What follows belongs to an exercise in optimizing a design on an open flow for small area and a short achievable clock period; a production flow would make more cautious choices. RTL that was checked went through simulation tests only; none was proved equivalent to the original. No functional check of the RTL was part of runs 6 and 7. In every run shown here, the design's own scripts or RTL, not TritonCTS, make the clock network. The clock input has no modelled driver; a real chip could not lean on it and would need a root buffer or a full tree. Power figures rest on the tool's default switching activity, not on a simulated workload.

--- design/flow/flow/run.sh ---
#!/bin/bash
# Standard layout with two changes: the port buffers are buf_1 cells instead
# of the resizer's default choice, and the clock tree is the two-level tree
# that clock_tree.tcl builds (run by the CTS step in place of
# clock_tree_synthesis). Each tool's output is in the ORFS logs under orfs/,
# and make's own output in standard.log.
set -euo pipefail
export BUFFER_PORTS_ARGS="-buffer_cell sky130_fd_sc_hd__buf_1"
export PRE_CTS_TCL="$PWD/flow/clock_tree.tcl"
export CLOCK_TREE_PORT=pclk
export CLOCK_TREE_TOP_COLS=2 CLOCK_TREE_TOP_ROWS=2
export CLOCK_TREE_LEAF_COLS=2 CLOCK_TREE_LEAF_ROWS=2
export CLOCK_TREE_TOP_CELL=sky130_fd_sc_hd__clkbuf_16 CLOCK_TREE_LEAF_CELL=sky130_fd_sc_hd__clkbuf_16
bash standard.sh > standard.log 2>&1
--- design/flow/flow/clock_tree.tcl ---
# Two-level clock tree, built in place of clock_tree_synthesis (sourced as
# PRE_CTS_TCL). The flip-flops are split by position into quadrants of equal
# size, and each quadrant into groups of equal size (a split is into columns
# of equal count, each cut into rows of equal count). Each group gets a
# buffer at its centre, and each quadrant a buffer at the centre of its
# groups' buffers, driven by the clock port (4 pins at most). Every
# flip-flop thus sees two buffers with about the same load. The cells are
# CLOCK_TREE_TOP_CELL and CLOCK_TREE_LEAF_CELL.
proc my_split {pts cols rows} {
  set n [llength $pts]
  set sx [lsort -integer -index 1 $pts]
  set out {}
  for {set c 0} {$c < $cols} {incr c} {
    set col [lsort -integer -index 2 [lrange $sx [expr {$c * $n / $cols}] [expr {($c + 1) * $n / $cols - 1}]]]
    set m [llength $col]
    for {set r 0} {$r < $rows} {incr r} {
      lappend out [lrange $col [expr {$r * $m / $rows}] [expr {($r + 1) * $m / $rows - 1}]]
    }
  }
  return $out
}

proc my_buffer {name pts innet cell} {
  set block [ord::get_db_block]
  set master [[ord::get_db] findMaster $cell]
  set buf [odb::dbInst_create $block $master $name]
  set net [odb::dbNet_create $block ${name}_net]
  $net setSigType CLOCK
  set x 0; set y 0
  foreach s $pts { incr x [lindex $s 1]; incr y [lindex $s 2] }
  set x [expr {$x / [llength $pts]}]; set y [expr {$y / [llength $pts]}]
  [$buf findITerm A] connect $innet
  [$buf findITerm X] connect $net
  $buf setLocation [expr {$x - [$master getWidth] / 2}] [expr {$y - [$master getHeight] / 2}]
  $buf setPlacementStatus PLACED
  return [list $net $x $y]
}

proc my_clock_tree {} {
  set block [ord::get_db_block]
  set clk [$block findNet $::env(CLOCK_TREE_PORT)]
  set sinks {}
  foreach it [$clk getITerms] {
    set bb [[$it getInst] getBBox]
    lappend sinks [list $it [expr {([$bb xMin] + [$bb xMax]) / 2}] [expr {([$bb yMin] + [$bb yMax]) / 2}]]
  }
  foreach it [$clk getITerms] { $it disconnect }
  set qc $::env(CLOCK_TREE_TOP_COLS); set qr $::env(CLOCK_TREE_TOP_ROWS)
  set lc $::env(CLOCK_TREE_LEAF_COLS); set lr $::env(CLOCK_TREE_LEAF_ROWS)
  puts "clock tree: [llength $sinks] sinks, [expr {$qc * $qr}] top buffers, [expr {$lc * $lr}] leaf buffers each"
  set q 0
  foreach quad [my_split $sinks $qc $qr] {
    set groups [my_split $quad $lc $lr]
    # Top buffer at the centre of its leaf buffers, which sit at the
    # centres of their groups.
    set centres {}
    foreach g $groups {
      set x 0; set y 0
      foreach s $g { incr x [lindex $s 1]; incr y [lindex $s 2] }
      lappend centres [list {} [expr {$x / [llength $g]}] [expr {$y / [llength $g]}]]
    }
    set top [lindex [my_buffer clktree_top_$q $centres $clk $::env(CLOCK_TREE_TOP_CELL)] 0]
    set l 0
    foreach g $groups {
      set leaf [lindex [my_buffer clktree_leaf_${q}_$l $g $top $::env(CLOCK_TREE_LEAF_CELL)] 0]
      foreach s $g { [lindex $s 0] connect $leaf }
      incr l
    }
    incr q
  }
  set_propagated_clock [all_clocks]
}

my_clock_tree
# The tree is built: leave nothing for clock_tree_synthesis to do.
proc clock_tree_synthesis {args} { puts "clock_tree_synthesis skipped: tree built by clock_tree.tcl" }
--- design/flow/standard.sh ---
#!/bin/bash
# synth_recipe.tcl (not shown) runs the flow's synth.tcl, then flattens the netlist and writes it again
# the make line also repeats each setting of config.mk as NAME=value (left out here)
make -C /OpenROAD-flow-scripts/flow DESIGN_CONFIG=/design/flow/config.mk WORK_HOME=/design/flow/orfs CLKGATE_MAP_FILE= SYNTH_SCRIPT=/design/flow/synth_recipe.tcl "${@:-finish}"
--- design/flow/config.mk ---
export PLATFORM = sky130hd
export DESIGN_NAME = top_module
export DESIGN_NICKNAME = top_module
export VERILOG_FILES = /design/flow/design.v
export SDC_FILE = /design/flow/constraint.sdc
export NUM_CORES = 4
export LEC_CHECK = 0
export CAP_MARGIN = 20
export CORE_MARGIN = 2
export CORE_UTILIZATION = 40
export SETUP_SLACK_MARGIN = 2.7
export SLEW_MARGIN = 20
export SYNTH_HIERARCHICAL = 1
export TNS_END_PERCENT = 5
--- design/flow/constraint.sdc ---
create_clock -name core_clock -period 4.5 [get_ports {pclk}]
set_input_delay 0.9000 -clock core_clock [delete_from_list [all_inputs] [get_ports {pclk}]]
set_output_delay 0.9000 -clock core_clock [all_outputs]
set_load 0.01 [all_outputs]
--- design/flow/design.v ---
module gpio_read_mux (
    input         en,
    input  [9:0]  sel,
    input  [31:0] d0, d1, d2, d3, d4, d5, d7, d8, d9,
    input  [1:0]  d6,
    output [31:0] rd
);
    wire off = !en;
    genvar i;
    generate
        for (i = 0; i < 32; i = i + 1) begin : bit_
            wire x1, x2, x3;
            gpio_aoi222 g1 (.a1(sel[0]), .a2(d0[i]), .b1(sel[1]), .b2(d1[i]),
                            .c1(sel[2]), .c2(d2[i]), .y(x1));
            gpio_aoi222 g2 (.a1(sel[3]), .a2(d3[i]), .b1(sel[4]), .b2(d4[i]),
                            .c1(sel[5]), .c2(d5[i]), .y(x2));
            if (i < 2) begin : ctrl_
                wire x4;
                gpio_aoi222 g3 (.a1(sel[7]), .a2(d7[i]), .b1(sel[8]), .b2(d8[i]),
                                .c1(sel[9]), .c2(d9[i]), .y(x3));
                gpio_nand2 g4 (.a(sel[6]), .b(d6[i]), .y(x4));
                gpio_aoi41 g5 (.a1(x1), .a2(x2), .a3(x3), .a4(x4), .b(off), .y(rd[i]));
            end else begin : data_
                gpio_aoi222 g3 (.a1(sel[7]), .a2(d7[i]), .b1(sel[8]), .b2(d8[i]),
                                .c1(sel[9]), .c2(d9[i]), .y(x3));
                gpio_aoi31 g5 (.a1(x1), .a2(x2), .a3(x3), .b(off), .y(rd[i]));
            end
        end
    endgenerate
endmodule
module gpio_aoi222 (input a1, a2, b1, b2, c1, c2, output y);
    assign y = !((a1 && a2) || (b1 && b2) || (c1 && c2));
endmodule
module gpio_aoi31 (input a1, a2, a3, b, output y);
    assign y = !((a1 && a2 && a3) || b);
endmodule
module gpio_aoi41 (input a1, a2, a3, a4, b, output y);
    assign y = !((a1 && a2 && a3 && a4) || b);
endmodule
module gpio_nand2 (input a, b, output y);
    assign y = !(a && b);
endmodule
module top_module (
    input         pclk,
    input         presetn,
    input         psel,
    input         penable,
    input         pwrite,
    input  [31:0] paddr,
    input  [31:0] pwdata,
    output [31:0] prdata,
    output        pready,
    output        irq,
    input  [31:0] aux_in,
    input  [31:0] pad_in,
    output [31:0] pad_out,
    output [31:0] pad_oe
);
    reg  [31:0] r_in, r_out, r_oe, r_inte, r_ptrig, r_aux, r_eclk, r_nec;
    reg  [1:0]  r_ctrl;
    reg         r_irq;
    reg  [31:0] r_pad_out;
    reg  [31:0] r_prdata;
    wire        aligned = (paddr[31:6] == 26'd0) && (paddr[1:0] == 2'd0);
    wire [3:0]  a = paddr[5:2];
    wire        wsetup = psel && !penable && pwrite && aligned;
    wire        pick_out   = wsetup && (a == 4'd1);
    wire        pick_oe    = wsetup && (a == 4'd2);
    wire        pick_inte  = wsetup && (a == 4'd3);
    wire        pick_ptrig = wsetup && (a == 4'd4);
    wire        pick_aux   = wsetup && (a == 4'd5);
    wire        pick_ctrl  = wsetup && (a == 4'd6);
    wire        pick_eclk  = wsetup && (a == 4'd8);
    wire        pick_nec   = wsetup && (a == 4'd9);
    reg we_out, we_oe, we_inte, we_ptrig, we_aux, we_ctrl, we_eclk, we_nec;
    reg hold_out, hold_oe, hold_inte, hold_ptrig, hold_aux, hold_eclk, hold_nec;
    always @(posedge pclk or negedge presetn) begin
        if (!presetn) begin
            {we_out, we_oe, we_inte, we_ptrig, we_aux, we_ctrl, we_eclk, we_nec} <= 8'd0;
            {hold_out, hold_oe, hold_inte, hold_ptrig, hold_aux, hold_eclk, hold_nec} <= 7'd0;
        end else begin
            we_out     <= pick_out;
            we_oe      <= pick_oe;
            we_inte    <= pick_inte;
            we_ptrig   <= pick_ptrig;
            we_aux     <= pick_aux;
            we_ctrl    <= pick_ctrl;
            we_eclk    <= pick_eclk;
            we_nec     <= pick_nec;
            hold_out   <= !pick_out   && (hold_out   || we_out);
            hold_oe    <= !pick_oe;
            hold_inte  <= !pick_inte  && (hold_inte  || we_inte);
            hold_ptrig <= !pick_ptrig && (hold_ptrig || we_ptrig);
            hold_aux   <= !pick_aux   && (hold_aux   || we_aux);
            hold_eclk  <= !pick_eclk  && (hold_eclk  || we_eclk);
            hold_nec   <= !pick_nec   && (hold_nec   || we_nec);
        end
    end
    wire [31:0] out_nx   = ({32{we_out}}   & pwdata) | ({32{hold_out}}   & r_out);
    wire [31:0] oe_nx    = ({32{we_oe}}    & pwdata) | ({32{hold_oe}}    & r_oe);
    wire [31:0] inte_nx  = ({32{we_inte}}  & pwdata) | ({32{hold_inte}}  & r_inte);
    wire [31:0] ptrig_nx = ({32{we_ptrig}} & pwdata) | ({32{hold_ptrig}} & r_ptrig);
    wire [31:0] aux_nx   = ({32{we_aux}}   & pwdata) | ({32{hold_aux}}   & r_aux);
    wire [31:0] eclk_nx  = ({32{we_eclk}}  & pwdata) | ({32{hold_eclk}}  & r_eclk);
    wire [31:0] nec_nx   = ({32{we_nec}}   & pwdata) | ({32{hold_nec}}   & r_nec);
    wire [31:0] pad_nx  = (aux_nx & aux_in) | (~aux_nx & out_nx);
    wire [31:0] pad_val = (r_oe & r_pad_out) | (~r_oe & pad_in);
    wire        inte_valid = hold_inte || we_inte;
    wire [31:0] ints_raw = r_inte & (r_in ^ r_ptrig);
    wire [1:0]  ctrl_nx = we_ctrl ? pwdata[1:0]
                                  : {r_ctrl[1] | (r_ctrl[0] & r_irq), r_ctrl[0]};
    wire [9:0]  rsel;
    assign rsel[0] = (a == 4'd0);
    assign rsel[1] = (a == 4'd1) && hold_out;
    assign rsel[2] = (a == 4'd2);
    assign rsel[3] = (a == 4'd3) && hold_inte;
    assign rsel[4] = (a == 4'd4) && hold_ptrig;
    assign rsel[5] = (a == 4'd5) && hold_aux;
    assign rsel[6] = (a == 4'd6);
    assign rsel[7] = (a == 4'd7) && hold_inte;
    assign rsel[8] = (a == 4'd8) && hold_eclk;
    assign rsel[9] = (a == 4'd9) && hold_nec;
    wire [31:0] rd_nx;
    gpio_read_mux u_rd (
        .en   (aligned && presetn),
        .sel  (rsel),
        .d0   (pad_val),
        .d1   (r_out),
        .d2   (r_oe),
        .d3   (r_inte),
        .d4   (r_ptrig),
        .d5   (r_aux),
        .d6   (ctrl_nx),
        .d7   (ints_raw),
        .d8   (r_eclk),
        .d9   (r_nec),
        .rd   (rd_nx)
    );
    always @(posedge pclk or negedge presetn) begin
        if (!presetn) begin
            r_oe      <= 32'd0;
            r_ctrl    <= 2'd0;
            r_irq     <= 1'b0;
            r_pad_out <= 32'd0;
        end else begin
            r_oe      <= oe_nx;
            r_ctrl    <= ctrl_nx;
            r_irq     <= inte_valid && (|ints_raw);
            r_pad_out <= pad_nx;
        end
    end
    always @(posedge pclk) begin
        r_in    <= pad_val;
        r_out   <= out_nx;
        r_inte  <= inte_nx;
        r_ptrig <= ptrig_nx;
        r_aux   <= aux_nx;
        r_eclk  <= eclk_nx;
        r_nec   <= nec_nx;
        r_prdata <= rd_nx;
    end
    assign prdata  = r_prdata;
    assign pready  = 1'b1;
    assign irq     = r_irq;
    assign pad_out = r_pad_out;
    assign pad_oe  = r_oe;
endmodule
==> run_results.csv, run 1 <==
group,metric,value,unit
placement,io_buffers,229,
flow_run,cap_violations,0,
setup_path,required,4.74,ns
power_and_ir_drop,switching_power,0.001057,W
setup_path,r2r_slack,2.64,ns
synth,synth_seq_cells,338,
setup_path,crit_slowest_cell,"bufbuf_16",
detailed_routing,drt-initial-drc-count,1263,
synth,netlist_area,12280,um2
synth,syn_avg_cell_area,12.82,um2
hold_path,hp-start,"r_nec[10]",
setup_path,max_stage_delay,0.37,ns
hold_path,holdPathStages,1,
die,die_w,179.2,um
die,coreArea,30430,um2
sta,min_period,1.889,ns
detailed_routing,antenna_left,0,
die,row_count,64,
synth,ys_top_cells_by_area,"dfxtp_1, dfrtp_1, a22o_1",
sta,setup_tns,0,ns
power_and_ir_drop,peakVddDrop,0.1729,mV
finish,final_cell_mix,"dfxtp_1, a22o_1, buf_1",
finish,nets,1335,
sta,worst_slew_pin_slew,0.6829,ns
detailed_routing,drc,0,
detailed_routing,routed_wirelength,40.03,mm
detailed_routing,via_count,9942,
synth,synth_edf_count,0,
grt,antenna_found_initial,1,
setup_path,path_cells,"buf_6, nand3_4, nor3b_4, bufbuf_16, a222oi_1, a31oi_1",
setup_path,path_max_fanout,16,
sta,final.period_utilization,41.99,%
finish,area_delta_synth_final,20.26,%
power_and_ir_drop,power.share.sequential,61.0,%
setup_path,end_kind,"flip-flop",
grt,grt_overflow,0,
power_and_ir_drop,pwr-share-comb,4.4,%
synth,yosysSeqAreaShare,58.46,%
setup_path,crit_family,"buffers and inverters",
die,die-height,179.2,um
detailed_routing,wl_per_cell,25.08,um
setup_path,r2r_cells,3,
sta,drv_slew,0,
setup_path,rr_endpoint,"r_pad_out[31]",
finish,layout_commonest_cell,"dfxtp_1",
setup_path,worstPathArrival,2.13,ns
die,die_area,32110,um2
synth,ys_types,36,
synth,ys.warnings.count,7,
die,num_io_pins,231,
synth,synth_top_area_cell,"dfxtp_1",
setup_path,start_kind,"input port",
grt,grt_usage,23.84,%
power_and_ir_drop,p_int,0.003896,W
finish,drive_gt1_share,14.75,%
run_status,status,"no timing/DRC/antenna violations",
sta,fin_skew,0.01290,ns
sta,fmax,529.3,MHz
synth,synthArstFlopShare,24.26,%
grt,grt_first_pass_wirelength,58.92,mm
sta,max_slew_margin,54.47,%
setup_path,worst-path-buf-inv,2,
setup_path,r2r_start,"we_aux",
clocking,clock_latency,0.32,ns
finish,fillers,2756,
power_and_ir_drop,p_sw_share,21.34,%
finish,register_area,7177,um2
setup_path,crit_type,"in2reg",
sta,timing.hold.ws,0.4796,ns
grt,grt_max_degree,49,
placement,gp_congestion,0.7815,
synth,synth_cells,958,
finish,diodes,0,
hold_path,hold_path_end,"r_nec[10]",
power_and_ir_drop,power.share.clock,34.5,%
sta,hold_viol_final,0,
synth,syn-num-nets,1091,
power_and_ir_drop,power.density,335.5,nW/um2
sta,setup_viol,0,
synth,netlist.area_leader.share,41.74,%
sta,rsz0062_at_grt,"true",
clocking,clk_pin_slew,0.09,ns
grt,grt_pass1_vias,9718,
placement,dpl.hpwl,22.75,mm
hold_path,min_path_type,"reg2reg",
die,initial_utilization,40.35,%
power_and_ir_drop,power_leakage,5.653,nW
detailed_routing,vias_per_cell,6.229,
synth,synth_ff_type,"dfxtp_1",
detailed_routing,drt_first_pass_iters,6,
finish,multiInputGateArea,5071,um2
## Yosys stat by module, one instance, submodules excluded
module	area, um2	copies in the design
gpio_aoi222	10.01	96
gpio_aoi31	6.256	30
gpio_aoi41	16.27	2
gpio_nand2	3.754	2
gpio_read_mux	3.754	1
top_module	11080	1
## Yosys cell counts, drive strengths merged, types with 4 or more instances
cell type,n
clkbuf,57
nor2,8
xor2,32
dfxtp,256
a31oi,35
nor2b,4
nor3,4
nor4,8
mux2,65
a22o,224
and3,10
a22oi,16
nand2,4
nand4,5
and2,34
dfrtp,82
a222oi,96
## layer usage
layer / share of wire, % / GRT usage, % / vias up
li1: - / - / 4394
met1: 43 / 32.86 / 4967
met2: 47 / 39.98 / 521
met3: 8.0 / 3.053 / 58
met4: 2.2 / 5.376 / 2
met5: 0.020 / 0 / -
## state kept, by name, summed over array words and instances (netlist names), 2 cells and up
signal	flops
r_ctrl	2
r_eclk	32
r_in	32
r_aux	32
r_inte	32
r_pad_out	32
r_out	32
r_prdata	32
r_nec	32
r_ptrig	32
r_oe	32
## logic make-up (layout without fill, tap and decap cells)
family,count (synthesis),count (layout),synth area share [%]
muxes,65,65,5.962
and+or+nand+nor,84,88,4.230
buffers and inverters,61,299,1.957
AOI/OAI and AO/OA,377,377,27.08
other,1,1,0.03055
DFF,338,338,58.46
xor gates and xnor gates,32,32,2.283
## per-stage QoR
| step | std cells | setup WS (ns) | instance area [um2] | util, % | power (W) |
|---|---|---|---|---|---|
| after global placement | 1547 | 1.465 | 13650 | 44.87 | 0.003270 |
| after CTS | 1591 | 2.612 | 14620 | 48.05 | 0.004979 |
| after detailed placement | 1547 | 1.390 | 13650 | 44.87 | 0.003270 |
| after global routing | 1596 | 2.493 | 14760 | 48.52 | 0.005111 |
| final | 1596 | 2.611 | 14760 | 48.52 | 0.004953 |
| after floorplan | 958 | 2.180 | 12330 | - | 0.003145 |
## area by class of cell
cell class,count,area share [%]
sequential,338,48.61
multi-input combinational,563,34.35
timing repair buffer,277,10.25
buffer,20,3.390
tap,396,3.356
inverter,2,0.05085
## worst max path at each step
stage               from           end  depth (start not counted)
5_1_grt        paddr[30]       we_inte                          7
4_1_cts         paddr[2]  r_prdata[21]                          6
3_3_place_gp    paddr[5]   r_prdata[1]                          6
3_5_place_dp    paddr[5]   r_prdata[0]                          6
2_1_floorplan   paddr[4]   r_prdata[0]                          3
6_report        paddr[3]  r_prdata[29]                          6
## power groups by stage
stage	combinational [W]	sequential (W)	clock, W
final	0.000220	0.00302	0.00171
after global routing	0.000236	0.00302	0.00185
after CTS	0.000212	0.00302	0.00174
after detailed placement	0.000180	0.00309	0
after global placement	0.000180	0.00309	0
after floorplan	0.0000574	0.00309	0
## what timing repair did
action	4_1_cts	5_1_grt
gates resized for setup	45	13
cloned	4	1
hold buffers	0	0
setup buffers	20	4
endpoints found under the setup margin	76	103
pin swaps	17	12
==> inputs of run 2 (changes only) <==
--- a/design/flow/config.mk
+++ b/design/flow/config.mk
@@ -8,6 +8,7 @@
 export CAP_MARGIN = 20
 export CORE_MARGIN = 2
 export CORE_UTILIZATION = 40
+export PLACE_DENSITY = 0.7
 export SETUP_SLACK_MARGIN = 2.7
 export SLEW_MARGIN = 20
 export SYNTH_HIERARCHICAL = 1
==> run 2 against run 1 <==
Still clean on timing, DRC and antenna. Combinational power down 5%. Final cell count decreased by 0.56%. Clock power about the same. Wire length fell by 0.99%. Clock skew about the same. Critical path type unchanged. Critical endpoint is now r_prdata[9]. Largest cell class unchanged.
==> run_results.csv, run 2 <==
group,metric,value,unit
power_and_ir_drop,power_leakage,5.588,nW
synth,synthArstFlopShare,24.26,%
detailed_routing,via_count,9962,
grt,grt_pass1_vias,9816,
grt,grt_first_pass_wirelength,58.44,mm
power_and_ir_drop,p_total,0.004930,W
setup_path,crit_family,"simple AND/OR/NAND/NOR gates",
sta,worst_slew_pin_slew,0.7300,ns
synth,netlist_area,12280,um2
placement,io_buffers,229,
sta,drv_slew,0,
synth,synth_cells,958,
detailed_routing,drt-initial-drc-count,1281,
finish,area_delta_synth_final,18.99,%
grt,grt_overflow,0,
setup_path,worst-path-buf-inv,3,
setup_path,start_kind,"input port",
detailed_routing,wl_per_cell,24.97,um
setup_path,crit_type,"in2reg",
synth,ys.warnings.count,7,
setup_path,end_kind,"flip-flop",
finish,finish.utilization,48.01,%
finish,nets,1326,
grt,grt_max_degree,49,
detailed_routing,routed_wirelength,39.63,mm
synth,synth_top_area_cell,"dfxtp_1",
synth,netlist.area_leader.share,41.74,%
sta,fmax,516.2,MHz
detailed_routing,antenna_left,0,
synth,syn-num-nets,1091,
sta,rsz0062_at_grt,"true",
synth,synth-xor-area-share,2.283,%
synth,synth_compound_area_share,27.08,%
sta,min_period,1.937,ns
power_and_ir_drop,power.density,337.5,nW/um2
setup_path,max_stage_delay,0.28,ns
synth,ys_types,36,
die,coreArea,30430,um2
sta,max_slew_margin,51.33,%
flow_run,cap_violations,0,
die,die_area,32110,um2
placement,dpl.hpwl,23.12,mm
placement,gp_congestion,0.7620,
power_and_ir_drop,peakVddDrop,0.2395,mV
finish,diodes,0,
setup_path,worstPathArrival,2.17,ns
finish,drive_gt1_share,13.85,%
clocking,clk_pin_slew,0.08,ns
hold_path,min_path_type,"in2async",
synth,yosys.area_share.simple,4.230,%
synth,synth_top_family_by_area,"compound AO/OA/AOI/OAI gates",
setup_path,crit_slowest_cell,"nor4_1",
finish,layout_commonest_cell,"dfxtp_1",
grt,antenna_found_initial,2,
synth,synth_ff_type,"dfxtp_1",
sta,setup_tns,0,ns
synth,syn_avg_cell_area,12.82,um2
die,die-height,179.2,um
synth,synthAdderAreaFrac,0,%
sta,setup_viol,0,
sta,final.period_utilization,43.05,%
setup_path,path_max_fanout,16,
die,num_io_pins,231,
synth,yosysSeqAreaShare,58.46,%
clocking,clock_latency,0.32,ns
synth,synth_seq_cells,338,
setup_path,required,4.74,ns
sta,fin_skew,0.01265,ns
die,die_w,179.2,um
clocking,hold_buffers,0,
die,row_count,64,
detailed_routing,drc,0,
synth,synth_mux_area_share,5.962,%
synth,synth_edf_count,0,
finish,final_cell_mix,"dfxtp_1, a22o_1, buf_1",
grt,grt_usage,23.59,%
detailed_routing,drt_first_pass_iters,9,
die,initial_utilization,40.35,%
setup_path,path_cells,"buf_1, nor4_1, nand4_1, nor3_2, inv_2, buf_12, a31oi_1",
synth,yosysMostFrequentCell,"dfxtp_1",
sta,hold_viol_final,0,
synth,synth_common_cells,"dfxtp_1, a22o_1, a222oi_1",
run_status,status,"no timing/DRC/antenna violations",
detailed_routing,vias_per_cell,6.277,
synth,ys_top_cells_by_area,"dfxtp_1, dfrtp_1, a22o_1",
-- run 2: cell counts after synthesis --
Identical to the previous run, type by type.
-- run 2: area by class of cell --
| class | instances | area, um2 |
|---|---|---|
| Tap cell | 396 | 495.5 |
| Fill cell | 2797 | 15820 |
| Inverter | 2 | 7.507 |
| Sequential cell | 338 | 7177 |
| Multi-Input combinational cell | 564 | 5051 |
| Timing Repair Buffer | 267 | 1376 |
| Buffer | 20 | 500.5 |
-- run 2: repair_timing --
action                                  CTS  global route
setup buffers                            11             2
endpoints found under the setup margin   89           100
resized for setup                        48             5
pin swaps                                15             5
cloned                                    7             0
-- run 2: final timing paths --
check	startpoint	end	slack, ns	cells past startpoint
worst max-delay path	paddr[7]	r_prdata[9]	2.56	7
worst min-delay path	presetn	r_pad_out[3]	0.48	1
worst max register to register	we_aux	r_pad_out[30]	2.65	3
worst min register to register	r_eclk[27]	r_eclk[27]	0.48	1
max in group asynchronous	presetn	r_oe[23]	3.04	2
min in group core_clock	r_eclk[27]	r_eclk[27]	0.48	1
-- run 2: power breakdown --
group          switching (W)  internal (W)  total [W]  leakage [nW]
clock               0.000898      0.000799    0.00170         0.246
combinational       0.000135     0.0000751   0.000210          2.16
sequential        0.00000756       0.00301    0.00302          3.18
-- run 2: layer usage --
layer	vias to the layer above	share of wire, %	track usage [%]	routed length (um)
met5	-	0.063	0	25
met4	4	2.5	6.317	995
met3	74	8.6	2.926	3420
met2	566	48	40.10	18950
met1	4934	41	31.74	16240
li1	4384	-	-	-
-- run 2: cell families after synthesis --
logic type                after synthesis
AOI/OAI and AO/OA                     377
xor gates and xnor gates               32
buffers and inverters                  61
DFF                                   338
muxes                                  65
other                                   1
and+or+nand+nor                        84
-- run 2: per-module statistics from Yosys (local to each module, per instance) --
| module | area, um2 | copies in the design | cells | flops+latches |
|---|---|---|---|---|
| gpio_aoi222 | 10.01 | 96 | 1 | 0 |
| gpio_aoi31 | 6.256 | 30 | 1 | 0 |
| gpio_aoi41 | 16.27 | 2 | 1 | 0 |
| gpio_nand2 | 3.754 | 2 | 1 | 0 |
| gpio_read_mux | 3.754 | 1 | 1 | 0 |
| top_module | 11080 | 1 | 827 | 338 |
-- run 2: through the flow --
step	instance area [um2]	hold slack, ns	setup slack, ns	instances
finish	14610	0.4798	2.563	1587
global route	14610	0.4941	2.457	1587
CTS	14590	0.4788	2.537	1585
detailed placement	13640	0.4560	1.327	1547
global placement	13640	0.4561	1.467	1547
floorplan	12330	0.4388	2.180	958
==> inputs of run 3 (changes only) <==
--- a/design/flow/config.mk
+++ b/design/flow/config.mk
@@ -8,8 +8,7 @@
 export CAP_MARGIN = 20
 export CORE_MARGIN = 2
 export CORE_UTILIZATION = 40
-export PLACE_DENSITY = 0.7
-export SETUP_SLACK_MARGIN = 2.7
+export SETUP_SLACK_MARGIN = 2.65
 export SLEW_MARGIN = 20
 export SYNTH_HIERARCHICAL = 1
 export TNS_END_PERCENT = 5
==> run 3 against run 2 <==
Total power up 0.40%. Critical path type unchanged. Critical path depth unchanged. Final cell count up 0.50%. Critical endpoint is now r_prdata[0]. Largest cell class unchanged.
==> run_results.csv, run 3 <==
group,metric,value,unit
finish,layout_commonest_cell,"dfxtp_1",
sta,fin_skew,0.01252,ns
grt,grt_first_pass_wirelength,58.91,mm
sta,hold_viol_final,0,
detailed_routing,drt_first_pass_iters,9,
finish,nets,1334,
detailed_routing,drc,0,
synth,ys_types,36,
finish,diodes,0,
die,initial_utilization,40.35,%
detailed_routing,antenna_left,0,
synth,synth_cells,958,
detailed_routing,routed_wirelength,39.98,mm
sta,setup_tns,0,ns
die,num_io_pins,231,
synth,synth_top_area_cell,"dfxtp_1",
die,coreArea,30430,um2
synth,synth_ff_type,"dfxtp_1",
detailed_routing,via_count,9964,
synth,syn_avg_cell_area,12.82,um2
synth,netlist_area,12280,um2
power_and_ir_drop,p_sw_share,21.32,%
finish,finish.utilization,48.47,%
synth,ys.warnings.count,7,
setup_path,worstPathArrival,2.10,ns
sta,max_slew_margin,54.13,%
setup_path,required,4.68,ns
sta,final.period_utilization,42.59,%
grt,grt_pass1_vias,9729,
placement,io_buffers,229,
synth,synth_common_cells,"dfxtp_1, a22o_1, a222oi_1",
synth,netlist.area_leader.share,41.74,%
sta,worst_slew_pin_slew,0.6881,ns
power_and_ir_drop,power.share.sequential,61.1,%
grt,grt_overflow,0,
grt,grt_usage,23.84,%
power_and_ir_drop,p_int,0.003894,W
die,die_area,32110,um2
run_status,status,"no timing/DRC/antenna violations",
finish,fillers,2757,
grt,antenna_found_initial,1,
synth,yosysSeqAreaShare,58.46,%
placement,dpl.hpwl,22.75,mm
die,row_count,64,
die,die-height,179.2,um
synth,synthArstFlopShare,24.26,%
power_and_ir_drop,power.share.clock,34.5,%
detailed_routing,vias_per_cell,6.247,
setup_path,crit_type,"in2reg",
setup_path,start_kind,"input port",
sta,setup_viol,0,
clocking,hold_buffers,0,
die,die_w,179.2,um
sta,rsz0062_at_grt,"true",
sta,drv_slew,0,
setup_path,end_kind,"flip-flop",
placement,gp_congestion,0.7815,
power_and_ir_drop,power.density,335.6,nW/um2
hold_path,min_path_type,"reg2reg",
power_and_ir_drop,switching_power,0.001055,W
finish,drive_gt1_share,14.68,%
sta,min_period,1.917,ns
grt,grt_max_degree,49,
detailed_routing,drt-initial-drc-count,1271,
synth,syn-num-nets,1091,
power_and_ir_drop,power_leakage,5.645,nW
synth,yosysMostFrequentCell,"dfxtp_1",
detailed_routing,wl_per_cell,25.07,um
clocking,clock_latency,0.32,ns
synth,synth_seq_cells,338,
power_and_ir_drop,pwr-share-comb,4.4,%
finish,fin_area,14750,um2
finish,area_delta_synth_final,20.13,%
power_and_ir_drop,peakVddDrop,0.1740,mV
clocking,clk_pin_slew,0.09,ns
synth,ys_top_cells_by_area,"dfxtp_1, dfrtp_1, a22o_1",
placement,dpl-instance-area,13650,um2
sta,fmax,521.8,MHz
synth,synth_edf_count,0,
finish,final_cell_mix,"dfxtp_1, a22o_1, buf_1",
setup_path,path_max_fanout,16,
flow_run,cap_violations,0,
==> run 3: logic make-up (layout without fill, tap and decap cells) <==
kind of cell    count (synthesis)  after routing  synth area share [%]
compound gates                377            377                 27.08
flops                         338            338                 58.46
simple gates                   84             88                 4.230
mux                            65             65                 5.962
buf+inv                        61            298                 1.957
xor+xnor                       32             32                 2.283
other cells                     1              1               0.03055
==> run 3: per-module statistics from Yosys, one instance, submodules excluded <==
| module | copies in the design | cells | cell area [um2] |
|---|---|---|---|
| gpio_aoi31 | 30 | 1 | 6.256 |
| gpio_aoi41 | 2 | 1 | 16.27 |
| gpio_nand2 | 2 | 1 | 3.754 |
| gpio_aoi222 | 96 | 1 | 10.01 |
| top_module | 1 | 827 | 11080 |
| gpio_read_mux | 1 | 1 | 3.754 |
==> run 3: final timing paths <==
kind | from | end | slack [ns] | depth (start not counted)
min in group asynchronous | presetn | r_pad_out[3] | 0.50 | 1
max in group asynchronous | presetn | r_oe[17] | 3.00 | 2
worst max register to register | we_aux | r_pad_out[31] | 2.65 | 3
worst min-delay path | r_nec[10] | r_nec[10] | 0.48 | 1
worst min register to register | r_nec[10] | r_nec[10] | 0.48 | 1
worst max-delay path | paddr[3] | r_prdata[0] | 2.58 | 7
==> run 3: layout make-up <==
type	count	area, um2	share of cell area, %
multi-input cells	563	5071	34.39
plain buffers	20	500.5	3.394
well taps	396	495.5	3.360
inverters	2	7.507	0.05090
repair buffers	276	1496	10.15
flip-flops and latches	338	7177	48.66
==> run 3: power by group through the flow <==
stage	logic, W	registers [W]	clock network (W)
floorplan	0.0000574	0.00309	0
global route	0.000234	0.00302	0.00185
finish	0.000218	0.00302	0.00171
global placement	0.000180	0.00309	0
CTS	0.000210	0.00302	0.00174
detailed placement	0.000180	0.00309	0
==> run 3: what timing repair did <==
action	in CTS	in global routing
buffers inserted	19	4
gates cloned	4	1
pin swaps	14	11
hold endpoints to repair	0	0
endpoints found under the setup margin	48	81
gates resized for setup	43	13
==> run 3: per-layer routing <==
| metal | wire [um] | vias up | global-route usage (%) | share of wire, % |
|---|---|---|---|---|
| met5 | 8 | - | 0 | 0.020 |
| met2 | 18750 | 527 | 39.95 | 47 |
| li1 | - | 4400 | - | - |
| met4 | 895 | 2 | 5.376 | 2.2 |
| met3 | 3484 | 59 | 3.053 | 8.7 |
| met1 | 16850 | 4976 | 32.87 | 42 |
==> run 3: through the flow <==
stage / instances / hold WS (ns) / setup WS, ns / total power (W)
final: 1595 / 0.4800 / 2.583 / 0.004949
after global placement: 1547 / 0.4560 / 1.465 / 0.003270
after CTS: 1590 / 0.4784 / 2.588 / 0.004977
after detailed placement: 1547 / 0.4565 / 1.390 / 0.003270
after floorplan: 958 / 0.4388 / 2.180 / 0.003145
after global routing: 1595 / 0.4901 / 2.521 / 0.005110
==> run 3: critical path, cell delays in order <==
cell	delay (ns)
buf_6	0.13
nand3_4	0.11
nor3b_4	0.07
buf_4	0.14
buf_12	0.15
a222oi_1	0.43
a41oi_2	0.15
==> inputs of run 4 (changes only) <==
--- a/design/flow/config.mk
+++ b/design/flow/config.mk
@@ -11,4 +11,4 @@
 export SETUP_SLACK_MARGIN = 2.65
 export SLEW_MARGIN = 20
 export SYNTH_HIERARCHICAL = 1
-export TNS_END_PERCENT = 5
+export TNS_END_PERCENT = 1
==> run 4 against run 3 <==
Worst setup slack gained 0.0023 ns. Largest power group unchanged. Synthesized area is the same. Critical path depth shrank 1. Still clean. Register-to-register slack is essentially flat. Die area is the same. Critical path type unchanged. Critical endpoint is now r_prdata[26].
==> run_results.csv, run 4 <==
group,metric,value,unit
run_status,status,"no timing/DRC/antenna violations",
setup_path,path_max_fanout,8,
synth,syn_avg_cell_area,12.82,um2
setup_path,start_kind,"input port",
clocking,clock_latency,0.32,ns
synth,ys_top_cells_by_area,"dfxtp_1, dfrtp_1, a22o_1",
detailed_routing,drt-initial-drc-count,1321,
detailed_routing,vias_per_cell,6.196,
placement,io_buffers,229,
setup_path,end_kind,"flip-flop",
synth,synth_top_area_cell,"dfxtp_1",
detailed_routing,via_count,9889,
synth,synth_edf_count,0,
synth,netlist_area,12280,um2
finish,register_area,7177,um2
die,die_area,32110,um2
detailed_routing,drt_first_pass_iters,9,
die,initial_utilization,40.35,%
clocking,hold_buffers,0,
grt,antenna_found_initial,1,
synth,synthArstFlopShare,24.26,%
grt,grt_first_pass_wirelength,58.90,mm
power_and_ir_drop,power.density,335.9,nW/um2
synth,syn-num-nets,1091,
finish,fillers,2758,
die,num_io_pins,231,
hold_path,min_path_type,"reg2reg",
finish,multiInputGateArea,5061,um2
synth,synth_seq_cells,338,
finish,drive_gt1_share,14.67,%
placement,gp_congestion,0.7815,
synth,synth_ff_type,"dfxtp_1",
clocking,clk_pin_slew,0.09,ns
finish,nets,1335,
finish,final_cell_mix,"dfxtp_1, a22o_1, buf_1",
setup_path,path_cells,"buf_4, nor2b_4, and3_4, buf_12, a222oi_1, a31oi_2",
sta,max_slew_margin,55.07,%
setup_path,worst-path-buf-inv,2,
grt,grt_usage,23.82,%
synth,synth_common_cells,"dfxtp_1, a22o_1, a222oi_1",
synth,ys.warnings.count,7,
sta,min_period,1.914,ns
finish,diodes,0,
sta,hold_viol_final,0,
sta,final.period_utilization,42.54,%
finish,layout_commonest_cell,"dfxtp_1",
finish,instances_no_fill,1596,
synth,synth_cells,958,
die,coreArea,30430,um2
setup_path,max_stage_delay,0.39,ns
sta,setup_viol,0,
synth,netlist.area_leader.share,41.74,%
detailed_routing,antenna_left,0,
setup_path,crit_type,"in2reg",
sta,fmax,522.4,MHz
finish,area_delta_synth_final,19.99,%
flow_run,cap_violations,0,
die,die_w,179.2,um
synth,yosysSeqAreaShare,58.46,%
grt,grt_max_degree,49,
detailed_routing,drc,0,
setup_path,crit_family,"compound AO/OA/AOI/OAI gates",
sta,drv_slew,0,
setup_path,required,4.68,ns
sta,rsz0062_at_grt,"true",
setup_path,worstPathArrival,2.09,ns
placement,dpl.hpwl,22.75,mm
power_and_ir_drop,peakVddDrop,0.1736,mV
die,die-height,179.2,um
sta,fin_skew,0.01409,ns
power_and_ir_drop,power_leakage,5.641,nW
detailed_routing,routed_wirelength,39.88,mm
synth,ys_types,36,
die,row_count,64,
sta,setup_tns,0,ns
grt,grt_pass1_vias,9735,
grt,grt_overflow,0,
placement,dp.cells,1547,
setup_path,crit_slowest_cell,"a222oi_1",
synth,yosysMostFrequentCell,"dfxtp_1",
sta,worst_slew_pin_slew,0.6740,ns
detailed_routing,wl_per_cell,24.99,um
[run 4: cell counts after synthesis]
Identical to the previous run, type by type.
[run 4: per-stage QoR]
| step | cell area [um2] | power [W] | setup WS, ns | hold WS, ns | utilization (%) |
|---|---|---|---|---|---|
| after global routing | 14730 | 0.005110 | 2.553 | 0.4901 | 48.41 |
| after global placement | 13650 | 0.003270 | 1.465 | 0.4560 | 44.87 |
| after CTS | 14580 | 0.004977 | 2.573 | 0.4784 | 47.93 |
| final | 14730 | 0.004948 | 2.586 | 0.4799 | 48.41 |
| after floorplan | 12330 | 0.003145 | 2.180 | 0.4388 | - |
| after detailed placement | 13650 | 0.003270 | 1.390 | 0.4565 | 44.87 |
[run 4: where the power goes]
group	internal, W	switching, W	total, W
Clock	0.000800	0.000909	0.00171
Combinational	0.0000795	0.000138	0.000217
Sequential	0.00301	0.00000747	0.00302
Total	0.00389	0.00105	0.00495
[run 4: per-layer routing]
metal / routed length, um / track usage, % / vias up
met3: 3306 / 3.244 / 66
met4: 1004 / 5.679 / 2
li1: - / - / 4395
met5: 8 / 0 / -
met1: 16960 / 32.75 / 4931
met2: 18600 / 39.76 / 495
[run 4: cells by family (layout without fill, tap and decap cells)]
group	after synthesis	count (layout)	share of synthesized area [%]
AOI/OAI and AO/OA	377	377	27.08
xor gates and xnor gates	32	32	2.283
buffers and inverters	61	299	1.957
DFF	338	338	58.46
muxes	65	65	5.962
other	1	1	0.03055
and+or+nand+nor	84	88	4.230
[run 4: modules after synthesis (local to each module, per instance)]
module | flip-flops and latches | area [um2] | cells inside | copies in the design
gpio_aoi222 | 0 | 10.01 | 1 | 96
gpio_aoi41 | 0 | 16.27 | 1 | 2
gpio_read_mux | 0 | 3.754 | 1 | 1
gpio_aoi31 | 0 | 6.256 | 1 | 30
gpio_nand2 | 0 | 3.754 | 1 | 2
top_module | 338 | 11080 | 827 | 1
[run 4: what timing repair did]
action / in CTS / in global routing
buffers inserted: 18 / 6
endpoints found under the setup margin: 48 / 76
cloned: 4 / 1
gates resized for setup: 39 / 15
pin swaps: 13 / 15
[run 4: cell type report]
class,instances,area share (%)
sequential,338,48.72
multi-input combinational,563,34.36
timing repair buffer,277,10.11
buffer,20,3.398
tap,396,3.364
inverter,2,0.05096
[run 4: path summary, 6_finish.rpt]
check | start | end | slack, ns | cells after the start
max | paddr[3] | r_prdata[26] | 2.59 | 6
min reg2reg | r_nec[10] | r_nec[10] | 0.48 | 1
max in group asynchronous | presetn | r_oe[17] | 3.02 | 2
max reg2reg | we_aux | r_pad_out[31] | 2.66 | 3
min | r_nec[10] | r_nec[10] | 0.48 | 1
min in group asynchronous | presetn | r_pad_out[3] | 0.49 | 1
[run 4: worst register-to-register path: stages, from the launching register on]
cell,delay (ns)
dfrtp_1,0.65
buf_4,0.45
a22o_1,0.29
mux2_2,0.35
==> inputs of run 5 (changes only) <==
==> design/flow/flow/run.sh (replaced) <==
#!/bin/bash
# Standard layout with three changes: the port buffers are buf_1 cells
# instead of the resizer's default choice; downsize.tcl gives the
# synthesized gates their smallest drive strength before the floorplan
# step sizes them for timing; and the clock tree is the two-level tree that
# clock_tree.tcl builds (run by the CTS step in place of
# clock_tree_synthesis). Each tool's output is in the ORFS logs under orfs/,
# and make's own output in standard.log.
set -euo pipefail
export BUFFER_PORTS_ARGS="-buffer_cell sky130_fd_sc_hd__buf_1"
export PRE_CTS_TCL="$PWD/flow/clock_tree.tcl"
export PRE_FLOORPLAN_TCL="$PWD/flow/downsize.tcl"
export CLOCK_TREE_PORT=pclk
export CLOCK_TREE_TOP_COLS=2 CLOCK_TREE_TOP_ROWS=2
export CLOCK_TREE_LEAF_COLS=2 CLOCK_TREE_LEAF_ROWS=2
export CLOCK_TREE_TOP_CELL=sky130_fd_sc_hd__clkbuf_16 CLOCK_TREE_LEAF_CELL=sky130_fd_sc_hd__clkbuf_16
bash standard.sh > standard.log 2>&1
==> design/flow/flow/downsize.tcl (new file) <==
# Sourced as PRE_FLOORPLAN_TCL: give every combinational cell the smallest
# drive strength of its kind (same cell name but for the _N suffix), leaving
# the flip-flops as synthesis made them. The floorplan's and later steps'
# timing repair sizes up again where timing needs it.
proc my_downsize {} {
  set n 0
  set saved 0.0
  foreach inst [get_cells *] {
    set cell [get_lib_cells -of_objects $inst]
    set name [get_name $cell]
    if {![regexp {^(sky130_fd_sc_hd__[a-z0-9]+)_([0-9]+)$} $name -> base size]} { continue }
    if {[regexp {__(df|edf|sdf|sedf|dl|conb|tap|fill|decap|diode)} $name]} { continue }
    set best $cell
    set best_area [get_property $cell area]
    foreach c [get_lib_cells ${base}_*] {
      if {![regexp "^${base}_\[0-9\]+\$" [get_name $c]]} { continue }
      set a [get_property $c area]
      if {$a < $best_area} { set best $c; set best_area $a }
    }
    if {$best ne $cell} {
      set saved [expr {$saved + [get_property $cell area] - $best_area}]
      replace_cell $inst $best
      incr n
    }
  }
  puts "downsize: $n cells, [format %.1f $saved] um2"
}
my_downsize
--- a/design/flow/config.mk
+++ b/design/flow/config.mk
@@ -8,7 +8,6 @@
 export CAP_MARGIN = 20
 export CORE_MARGIN = 2
 export CORE_UTILIZATION = 40
-export SETUP_SLACK_MARGIN = 2.65
+export SETUP_SLACK_MARGIN = 2.5
 export SLEW_MARGIN = 20
 export SYNTH_HIERARCHICAL = 1
-export TNS_END_PERCENT = 1
==> run 5 against run 4 <==
Via count rose by 0.71%. Final area about the same. Global-route usage rose by 0.33 points. Wire length rose by 1.1%. Combinational power rose by 3%. Maximum frequency is 3.5% lower. Die area is 0.42% lower. Critical endpoint is now r_prdata[14]. Highest routed layer unchanged.
==> run_results.csv, run 5 <==
group,metric,value,unit
run_status,status,"no timing/DRC/antenna violations",
synth,synth_ff_type,"dfxtp_1",
synth,synthArstFlopShare,24.26,%
synth,synth_cells,958,
grt,antenna_found_initial,2,
detailed_routing,wl_per_cell,25.16,um
power_and_ir_drop,power_leakage,5.671,nW
clocking,clock_latency,0.32,ns
die,die-height,178.8,um
detailed_routing,routed_wirelength,40.31,mm
flow_run,cap_violations,0,
clocking,hold_buffers,0,
sta,timing.hold.ws,0.4826,ns
sta,fin_skew,0.01346,ns
finish,finish.utilization,48.52,%
sta,setup_tns,0,ns
synth,yosysSeqAreaShare,58.46,%
sta,fmax,504.3,MHz
setup_path,worstPathArrival,2.22,ns
placement,io_buffers,229,
grt,grt_pass1_vias,9833,
sta,hold_viol_final,0,
setup_path,path_max_fanout,32,
finish,nets,1340,
sta,min_period,1.983,ns
die,num_io_pins,231,
sta,final.period_utilization,44.06,%
setup_path,crit_type,"in2reg",
synth,synth_common_cells,"dfxtp_1, a22o_1, a222oi_1",
grt,grt_first_pass_wirelength,59.57,mm
detailed_routing,drt-initial-drc-count,1237,
sta,setup_viol,0,
detailed_routing,vias_per_cell,6.217,
setup_path,end_kind,"flip-flop",
synth,synth_seq_cells,338,
synth,ys.warnings.count,7,
die,die_area,31970,um2
detailed_routing,drc,0,
die,die_w,178.8,um
grt,grt_usage,24.15,%
sta,worst_slew_pin_slew,0.6765,ns
sta,max_slew_margin,54.90,%
hold_path,min_path_type,"reg2reg",
grt,grt_overflow,0,
clocking,clk_pin_slew,0.08,ns
finish,final_cell_mix,"dfxtp_1, a22o_1, buf_1",
detailed_routing,antenna_left,0,
grt,grt_max_degree,48,
power_and_ir_drop,peakVddDrop,0.2216,mV
sta,drv_slew,0,
synth,synth_edf_count,0,
die,initial_utilization,40.28,%
detailed_routing,drt_first_pass_iters,10,
synth,syn-num-nets,1091,
synth,ys_types,36,
power_and_ir_drop,power.density,337.0,nW/um2
detailed_routing,via_count,9959,
synth,netlist.area_leader.share,41.74,%
die,coreArea,30350,um2
finish,drive_gt1_share,13.94,%
power_and_ir_drop,p_total,0.004962,W
synth,yosysMostFrequentCell,"dfxtp_1",
placement,dpl.hpwl,22.81,mm
synth,yosys_area,12280,um2
setup_path,required,4.74,ns
finish,layout_commonest_cell,"dfxtp_1",
placement,gp_congestion,0.7656,
sta,rsz0062_at_grt,"true",
synth,ys_top_cells_by_area,"dfxtp_1, dfrtp_1, a22o_1",
setup_path,start_kind,"input port",
die,row_count,64,
synth,synth_top_area_cell,"dfxtp_1",
run 5: changes by cell type in the layout (fill, tap and decap cells not counted), sizes merged:
cell,change
and3,+2
buf,+2
nor2b,-1
clkbuf,+2
diode,+1
run 5: report_power, final:
part	internal, W	switching (W)	leakage (nW)
Combinational	0.0000839	0.000140	2.25
Clock	0.000800	0.000917	0.246
Sequential	0.00301	0.00000750	3.18
run 5: layer usage:
metal	wire length (um)	GRT usage, %	vias up	part of all wire (%)
met2	18590	40.05	520	46
li1	-	-	4416	-
met3	3194	2.672	70	7.9
met5	14	0	-	0.035
met1	17140	32.85	4951	43
met4	1376	8.096	2	3.4
run 5: timing repair:
| item | 4_1_cts | 5_1_grt |
|---|---|---|
| buffers inserted | 11 | 18 |
| resized for setup | 30 | 24 |
| setup endpoints to repair | 47 | 47 |
| gates cloned | 4 | 2 |
| pin swaps | 8 | 19 |
run 5: cell families after synthesis:
family / count (synthesis) / synth area share [%]
DFF: 338 / 58.46
other: 1 / 0.03055
AOI/OAI and AO/OA: 377 / 27.08
buffers and inverters: 61 / 1.957
and+or+nand+nor: 84 / 4.230
xor gates and xnor gates: 32 / 2.283
muxes: 65 / 5.962
run 5: layout make-up:
type | count | area (um2)
diodes | 1 | 2.502
fillers | 2756 | 15630
plain buffers | 20 | 500.5
inverters | 2 | 7.507
well taps | 396 | 495.5
multi-input cells | 564 | 5024
flip-flops and latches | 338 | 7177
repair buffers | 281 | 1518
run 5: final timing paths:
check,startpoint,to,slack (ns),cells past startpoint
worst max register to register,hold_inte,r_prdata[29],2.61,6
worst max-delay path,paddr[16],r_prdata[14],2.52,7
worst min register to register,r_eclk[14],r_eclk[14],0.48,1
min in group asynchronous,presetn,r_oe[2],0.49,1
max in group asynchronous,presetn,r_pad_out[23],3.03,2
worst min-delay path,r_eclk[14],r_eclk[14],0.48,1
run 5: stage by stage:
| stage | cells | setup WS (ns) | cell area, um2 |
|---|---|---|---|
| 2_1_floorplan | 958 | 2.216 | 12290 |
| 3_3_place_gp | 1546 | 1.367 | 13590 |
| 3_5_place_dp | 1546 | 1.305 | 13590 |
| 4_1_cts | 1581 | 2.483 | 14360 |
| 5_1_grt | 1601 | 2.460 | 14720 |
| 6_report | 1602 | 2.517 | 14720 |
run 5: critical path: stages:
cell	delay (ns)
buf_1	0.07
nor4_1	0.31
nand4_1	0.24
nor3_1	0.23
inv_1	0.09
buf_12	0.19
a31oi_1	0.18
run 5: modules after synthesis (local to each module, per instance):
module,cells,flip-flops and latches,cell area (um2)
gpio_aoi31,1,0,6.256
top_module,827,338,11080
gpio_aoi41,1,0,16.27
gpio_aoi222,1,0,10.01
gpio_nand2,1,0,3.754
gpio_read_mux,1,0,3.754
==> inputs of run 6 (changes only) <==
--- a/design/flow/design.v
+++ b/design/flow/design.v
@@ -9,33 +9,30 @@
     genvar i;
     generate
         for (i = 0; i < 32; i = i + 1) begin : bit_
-            wire x1, x2, x3;
-            gpio_aoi222 g1 (.a1(sel[0]), .a2(d0[i]), .b1(sel[1]), .b2(d1[i]),
-                            .c1(sel[2]), .c2(d2[i]), .y(x1));
-            gpio_aoi222 g2 (.a1(sel[3]), .a2(d3[i]), .b1(sel[4]), .b2(d4[i]),
-                            .c1(sel[5]), .c2(d5[i]), .y(x2));
+            wire x1, x2, x3, x4, x5, all4;
+            gpio_aoi22 g1 (.a1(sel[0]), .a2(d0[i]), .b1(sel[1]), .b2(d1[i]), .y(x1));
+            gpio_aoi22 g2 (.a1(sel[2]), .a2(d2[i]), .b1(sel[3]), .b2(d3[i]), .y(x2));
+            gpio_aoi22 g3 (.a1(sel[4]), .a2(d4[i]), .b1(sel[5]), .b2(d5[i]), .y(x3));
             if (i < 2) begin : ctrl_
-                wire x4;
-                gpio_aoi222 g3 (.a1(sel[7]), .a2(d7[i]), .b1(sel[8]), .b2(d8[i]),
-                                .c1(sel[9]), .c2(d9[i]), .y(x3));
-                gpio_nand2 g4 (.a(sel[6]), .b(d6[i]), .y(x4));
-                gpio_aoi41 g5 (.a1(x1), .a2(x2), .a3(x3), .a4(x4), .b(off), .y(rd[i]));
+                gpio_aoi22 g4 (.a1(sel[6]), .a2(d6[i]), .b1(sel[7]), .b2(d7[i]), .y(x4));
+                gpio_aoi22 g5 (.a1(sel[8]), .a2(d8[i]), .b1(sel[9]), .b2(d9[i]), .y(x5));
             end else begin : data_
-                gpio_aoi222 g3 (.a1(sel[7]), .a2(d7[i]), .b1(sel[8]), .b2(d8[i]),
-                                .c1(sel[9]), .c2(d9[i]), .y(x3));
-                gpio_aoi31 g5 (.a1(x1), .a2(x2), .a3(x3), .b(off), .y(rd[i]));
+                gpio_aoi22 g4 (.a1(sel[7]), .a2(d7[i]), .b1(sel[8]), .b2(d8[i]), .y(x4));
+                gpio_nand2 g5 (.a(sel[9]), .b(d9[i]), .y(x5));
             end
+            gpio_and4 g6 (.a(x1), .b(x2), .c(x3), .d(x4), .y(all4));
+            gpio_aoi21 g7 (.a1(all4), .a2(x5), .b(off), .y(rd[i]));
         end
     endgenerate
 endmodule
-module gpio_aoi222 (input a1, a2, b1, b2, c1, c2, output y);
-    assign y = !((a1 && a2) || (b1 && b2) || (c1 && c2));
+module gpio_aoi22 (input a1, a2, b1, b2, output y);
+    assign y = !((a1 && a2) || (b1 && b2));
 endmodule
-module gpio_aoi31 (input a1, a2, a3, b, output y);
-    assign y = !((a1 && a2 && a3) || b);
+module gpio_and4 (input a, b, c, d, output y);
+    assign y = a && b && c && d;
 endmodule
-module gpio_aoi41 (input a1, a2, a3, a4, b, output y);
-    assign y = !((a1 && a2 && a3 && a4) || b);
+module gpio_aoi21 (input a1, a2, b, output y);
+    assign y = !((a1 && a2) || b);
 endmodule
 module gpio_nand2 (input a, b, output y);
     assign y = !(a && b);
==> run 6 against run 5 <==
Clock skew shrank 0.0016 ns. Maximum frequency down 0.77%. Core utilization is 0.80 points higher. Highest routed layer unchanged. First-iteration DRC count down 15%. Sequential power is essentially flat. Still clean on timing, DRC and antenna. Sequential share of layout area shrank 1.4 points. Largest cell class unchanged.
==> run_results.csv, run 6 <==
group,metric,value,unit
placement,dpl.hpwl,23.55,mm
setup_path,path_max_fanout,8,
die,die_area,32880,um2
finish,layout_commonest_cell,"dfxtp_1",
grt,grt_first_pass_wirelength,64.23,mm
detailed_routing,antenna_left,0,
finish,fillers,2842,
finish,nets,1437,
setup_path,worstSetupPathDepth,7,
setup_path,start_kind,"input port",
finish,diodes,0,
power_and_ir_drop,peakVddDrop,0.2259,mV
synth,syn-num-nets,1185,
setup_path,required,4.75,ns
power_and_ir_drop,power_leakage,5.731,nW
sta,max_slew_margin,34.82,%
run_status,status,"no timing/DRC/antenna violations",
setup_path,worstPathArrival,2.24,ns
finish,drive_gt1_share,13.52,%
sta,fin_skew,0.01182,ns
placement,io_buffers,229,
setup_path,r2r_slack,2.65,ns
detailed_routing,drt_first_pass_iters,6,
sta,final.period_utilization,44.40,%
die,row_count,64,
detailed_routing,via_count,10320,
setup_path,max_stage_delay,0.30,ns
clocking,clk_pin_slew,0.08,ns
grt,grt_usage,25.33,%
hold_path,hp-start,"r_nec[18]",
synth,ys.warnings.count,7,
die,num_io_pins,231,
sta,drv_slew,0,
finish,final_cell_mix,"dfxtp_1, a22o_1, buf_1",
grt,antenna_found_initial,1,
grt,grt_max_degree,51,
detailed_routing,wl_per_cell,25.93,um
detailed_routing,drc,0,
placement,gp_congestion,0.7754,
hold_path,hold_path_end,"r_prdata[18]",
setup_path,rr_endpoint,"r_pad_out[22]",
finish,instances_no_fill,1698,
detailed_routing,vias_per_cell,6.077,
clocking,clock_latency,0.32,ns
sta,min_period,1.998,ns
die,die_w,181.3,um
die,coreArea,30750,um2
setup_path,worst-path-buf-inv,2,
sta,hold_viol_final,0,
setup_path,path_cells,"buf_6, nor2b_4, and3_4, buf_4, a22oi_1, and4_1, a21oi_1",
setup_path,r2r_cells,3,
grt,grt_overflow,0,
setup_path,end_kind,"flip-flop",
setup_path,crit_family,"simple AND/OR/NAND/NOR gates",
die,initial_utilization,40.91,%
sta,fmax,500.5,MHz
setup_path,crit_type,"in2reg",
flow_run,cap_violations,0,
grt,grt_pass1_vias,10100,
hold_path,min_path_type,"reg2reg",
detailed_routing,routed_wirelength,44.03,mm
die,die-height,181.3,um
setup_path,r2r_start,"we_aux",
sta,rsz0062_at_grt,"true",
synth,synth_cells,1052,
detailed_routing,drt-initial-drc-count,1046,
sta,worst_slew_pin_slew,0.9778,ns
placement,dp.cells,1635,
sta,setup_tns,0,ns
setup_path,crit_slowest_cell,"and3_4",
power_and_ir_drop,power.density,328.1,nW/um2
sta,setup_viol,0,
hold_path,holdPathStages,2,
clocking,hold_buffers,0,
==> run 6: what timing repair did <==
item / in CTS / in global routing
resized for setup: 41 / 11
buffers inserted: 22 / 12
cloned: 7 / 2
pin swaps: 9 / 5
endpoints found under the setup margin: 61 / 45
==> run 6: per-layer routing <==
layer	GRT usage, %	part of all wire [%]	vias to the layer above
li1	-	-	4614
met4	7.902	3.1	2
met5	0	0.032	-
met1	35.04	44	5108
met2	41.93	46	515
met3	2.439	6.9	80
==> run 6: worst register-to-register path, cell delays in order (launching register included) <==
cell	delay (ns)
dfrtp_2	0.76
buf_4	0.39
a22o_1	0.23
mux2_2	0.34
==> run 6: metrics by stage <==
stage                     worst slack, ns  hold slack, ns  power [W]  instance area (um2)  util [%]
final                               2.502          0.4596   0.004976                15160     49.31
after global routing                2.471          0.4804   0.005118                15160     49.31
after CTS                           2.467          0.4622   0.004986                14910     48.49
after detailed placement            1.156          0.4464   0.003274                13910     45.25
after global placement              1.220          0.4480   0.003273                13910     45.25
after floorplan                     2.149          0.4360   0.003147                12640         -
==> run 6: where the power goes <==
group / leakage (nW) / internal, W / total (W) / switching (W)
logic: 2.31 / 0.0000876 / 0.000235 / 0.000148
clock network: 0.246 / 0.000800 / 0.00172 / 0.000919
registers: 3.17 / 0.00301 / 0.00302 / 0.00000669
==> run 6: cell type report <==
type                    instances  area, um2  area share (%)
inverters                       2      7.507         0.04951
multi-input cells             659       5390           35.55
repair buffers                283       1584           10.45
flip-flops and latches        338       7186           47.39
well taps                     396      495.5           3.268
plain buffers                  20      500.5           3.301
==> run 6: how the worst max path moves through the flow <==
stage / start / endpoint
final: paddr[4] / r_prdata[0]
after global routing: paddr[2] / r_prdata[11]
after CTS: paddr[8] / r_prdata[27]
after detailed placement: paddr[4] / r_prdata[27]
after global placement: paddr[4] / r_prdata[27]
after floorplan: paddr[4] / r_prdata[0]
==> inputs of run 7 (changes only) <==
--- a/design/flow/design.v
+++ b/design/flow/design.v
@@ -36,6 +36,12 @@
 endmodule
 module gpio_nand2 (input a, b, output y);
     assign y = !(a && b);
+endmodule
+module gpio_and2 (input a, b, output y);
+    assign y = a && b;
+endmodule
+module gpio_and3 (input a, b, c, output y);
+    assign y = a && b && c;
 endmodule
 module top_module (
     input         pclk,
@@ -106,17 +112,19 @@
     wire [31:0] ints_raw = r_inte & (r_in ^ r_ptrig);
     wire [1:0]  ctrl_nx = we_ctrl ? pwdata[1:0]
                                   : {r_ctrl[1] | (r_ctrl[0] & r_irq), r_ctrl[0]};
+    wire [3:0]  lo = {a[1:0] == 2'd3, a[1:0] == 2'd2, a[1:0] == 2'd1, a[1:0] == 2'd0};
+    wire [2:0]  hi = {a[3:2] == 2'd2, a[3:2] == 2'd1, a[3:2] == 2'd0};
     wire [9:0]  rsel;
-    assign rsel[0] = (a == 4'd0);
-    assign rsel[1] = (a == 4'd1) && hold_out;
-    assign rsel[2] = (a == 4'd2);
-    assign rsel[3] = (a == 4'd3) && hold_inte;
-    assign rsel[4] = (a == 4'd4) && hold_ptrig;
-    assign rsel[5] = (a == 4'd5) && hold_aux;
-    assign rsel[6] = (a == 4'd6);
-    assign rsel[7] = (a == 4'd7) && hold_inte;
-    assign rsel[8] = (a == 4'd8) && hold_eclk;
-    assign rsel[9] = (a == 4'd9) && hold_nec;
+    gpio_and2 s0 (.a(hi[0]), .b(lo[0]),               .y(rsel[0]));
+    gpio_and3 s1 (.a(hi[0]), .b(lo[1]), .c(hold_out),   .y(rsel[1]));
+    gpio_and2 s2 (.a(hi[0]), .b(lo[2]),               .y(rsel[2]));
+    gpio_and3 s3 (.a(hi[0]), .b(lo[3]), .c(hold_inte),  .y(rsel[3]));
+    gpio_and3 s4 (.a(hi[1]), .b(lo[0]), .c(hold_ptrig), .y(rsel[4]));
+    gpio_and3 s5 (.a(hi[1]), .b(lo[1]), .c(hold_aux),   .y(rsel[5]));
+    gpio_and2 s6 (.a(hi[1]), .b(lo[2]),               .y(rsel[6]));
+    gpio_and3 s7 (.a(hi[1]), .b(lo[3]), .c(hold_inte),  .y(rsel[7]));
+    gpio_and3 s8 (.a(hi[2]), .b(lo[0]), .c(hold_eclk),  .y(rsel[8]));
+    gpio_and3 s9 (.a(hi[2]), .b(lo[1]), .c(hold_nec),   .y(rsel[9]));
     wire [31:0] rd_nx;
     gpio_read_mux u_rd (
         .en   (aligned && presetn),
==> run 7 against run 6 <==
Still clean. Clock power is essentially flat. Core utilization up 0.69 points. Global-route usage increased by 0.31 points. Maximum frequency down 1.7%. Via count increased by 2.4%. Sequential power about the same. Die area about the same. Sequential share of layout area shrank 0.68 points. Worst setup slack worse by 0.034 ns. First-iteration DRC count fell by 2.5%. Final cell count up 0.65%.
==> run_results.csv, run 7 <==
group,metric,value,unit
finish,finish.utilization,50.00,%
sta,rsz0062_at_grt,"true",
setup_path,worst-path-buf-inv,1,
power_and_ir_drop,peakVddDrop,0.2331,mV
placement,dp.cells,1632,
die,die_w,181.4,um
finish,nets,1448,
sta,worst_slew_pin_slew,0.9813,ns
setup_path,startpoint,"paddr[5]",
sta,final.period_utilization,45.16,%
setup_path,crit_slowest_cell,"and3_2",
finish,diodes,0,
detailed_routing,drt-initial-drc-count,1020,
detailed_routing,top_layer,"met4",
finish,fillers,2797,
grt,grt_first_pass_wirelength,64.63,mm
setup_path,worstSetupPathDepth,6,
detailed_routing,wl_met3,3.910,mm
detailed_routing,vias_per_cell,6.183,
die,initial_utilization,40.92,%
setup_path,end_kind,"flip-flop",
grt,grt_pass1_vias,10230,
finish,drive_gt1_share,14.55,%
setup_path,r2r_slack,2.50,ns
detailed_routing,via_count,10570,
detailed_routing,wl_met1,19.33,mm
finish,layout_commonest_cell,"dfxtp_1",
detailed_routing,drt_first_pass_iters,6,
flow_run,cap_violations,0,
die,row_count,64,
placement,preCtsSetupSlack,1.767,ns
sta,drv_slew,0,
grt,grt_max_degree,52,
run_status,status,"no timing/DRC/antenna violations",
detailed_routing,met2WireLength,20.25,mm
die,die_area,32890,um2
die,num_io_pins,231,
finish,register_area,7182,um2
detailed_routing,antenna_left,0,
setup_path,start_kind,"input port",
placement,gp_congestion,0.8065,
setup_path,required,4.75,ns
setup_path,r2r_cells,5,
sta,setup_slack,2.468,ns
setup_path,crit_type,"in2reg",
setup_path,rr_endpoint,"r_prdata[10]",
grt,grt_overflow,0,
setup_path,worstPathArrival,2.29,ns
setup_path,path_cells,"buf_2, nor2b_4, and3_2, a22oi_1, and4_1, a21oi_1",
setup_path,max_stage_delay,0.45,ns
sta,setup_tns,0,ns
sta,min_period,2.032,ns
finish,multiInputGateArea,5430,um2
hold_path,hp-start,"r_nec[20]",
hold_path,min_path_type,"reg2reg",
setup_path,crit_family,"simple AND/OR/NAND/NOR gates",
finish,final_cell_mix,"dfxtp_1, a22o_1, buf_1",
finish,instances_no_fill,1709,
placement,io_buffers,229,
power_and_ir_drop,power.density,325.2,nW/um2
sta,setup_viol,0,
sta,hold_viol_final,0,
synth,ys.warnings.count,7,
synth,syn-num-nets,1184,
detailed_routing,drc,0,
die,coreArea,30750,um2
power_and_ir_drop,power_leakage,5.843,nW
grt,antenna_found_initial,0,
setup_path,r2r_start,"hold_out",
placement,dpl.hpwl,23.83,mm
sta,fmax,492.1,MHz
grt,grt_usage,25.64,%
detailed_routing,wl_per_cell,26.23,um
detailed_routing,routed_wirelength,44.83,mm
clocking,clock_latency,0.32,ns
sta,fin_skew,0.01146,ns
setup_path,critPathCapture,"r_prdata[23]",
sta,max_slew_margin,34.58,%
setup_path,path_max_fanout,8,
synth,synth_cells,1051,
die,die-height,181.4,um
clocking,clk_pin_slew,0.09,ns
-- run 7: worst min path at each step --
stage / endpoint / slack (ns) / cells after the start
after floorplan: r_prdata[10] / 0.43 / 2
after global placement: r_prdata[22] / 0.45 / 2
after detailed placement: r_prdata[20] / 0.44 / 2
after CTS: r_prdata[5] / 0.46 / 2
after global routing: r_prdata[21] / 0.47 / 2
final: r_prdata[20] / 0.46 / 2
-- run 7: where the power goes --
part	internal, W	leakage (nW)	switching, W
registers	0.00301	3.18	0.00000619
clock network	0.000800	0.246	0.000927
logic	0.0000981	2.42	0.000154
-- run 7: area by class of cell --
type                            count  area share (%)
Multi-Input combinational cell    663           35.32
Timing Repair Buffer              289           11.21
Tap cell                          396           3.223
Sequential cell                   338           46.71
Inverter                            2          0.2197
Buffer                             20           3.255
Timing Repair inverter              1         0.05697
-- run 7: per-layer routing --
layer	GRT usage, %	vias to the layer above
met5	0	-
met4	6.667	0
met3	4.031	82
met2	40.60	574
met1	36.55	5279
li1	-	4631
-- run 7: stage by stage --
stage | hold WS [ns] | total power, W | area, um2
6_report | 0.4596 | 0.005000 | 15370
5_1_grt | 0.4683 | 0.005151 | 15370
2_1_floorplan | 0.4316 | 0.003149 | 12640
3_3_place_gp | 0.4468 | 0.003270 | 13890
4_1_cts | 0.4597 | 0.005009 | 15150
3_5_place_dp | 0.4432 | 0.003272 | 13890
-- run 7: worst reg2reg max path: cells and delay by family (launching register included) --
| kind | cells | cell delay (ns) |
|---|---|---|
| buf+inv | 1 | 0.15 |
| flops | 1 | 0.99 |
| compound gates | 2 | 0.23 |
| simple gates | 2 | 0.55 |
-- run 7: what timing repair did --
action	4_1_cts	5_1_grt
setup endpoints to repair	63	47
gates cloned	9	3
buffers inserted	36	9
hold buffers	0	0
pin swaps	14	8
gates resized for setup	26	16

[afterwards: timing with drivers on the ports]
No port has a modelled driver above. Below, the same layouts with a new extraction and two added sets of constraints.
Step 1 sets driving cells, clkbuf_16 on the clock port and buf_2 on the other inputs (assumed; they add their load-dependent delay and slew).
Step 2 also shifts input and output timing later by t, the mid clock arrival at the registers, as if the neighbouring blocks saw the same clock.
Three values: ideal ports, drivers, drivers and shift; two values: the first two.
run	t (ns)	setup slack, ns	hold slack, ns	worst slew at a driven data input, ns
run 1	0.414	2.611 / 2.533 / 2.253	0.480 / 0.426 / 0.480	0.09
run 2	0.406	2.563 / 2.582 / 2.223	0.480 / 0.422 / 0.480	0.08
run 3	0.415	2.583 / 2.535 / 2.237	0.480 / 0.427 / 0.480	0.09
run 4	0.413	2.586 / 2.548 / 2.244	0.480 / 0.426 / 0.480	0.09
run 5	0.414	2.517 / 2.558 / 2.176	0.483 / 0.421 / 0.483	0.10
run 6	0.416	2.502 / 2.468 / 2.149	0.460 / 0.411 / 0.460	0.08
run 7	0.423	2.468 / 2.499 / 2.131	0.460 / 0.405 / 0.460	0.07
After both steps every run listed still meets setup and hold. For run 1, which loses most, drivers alone change the setup slack by -0.078 ns; drivers and shift together by -0.358 ns.
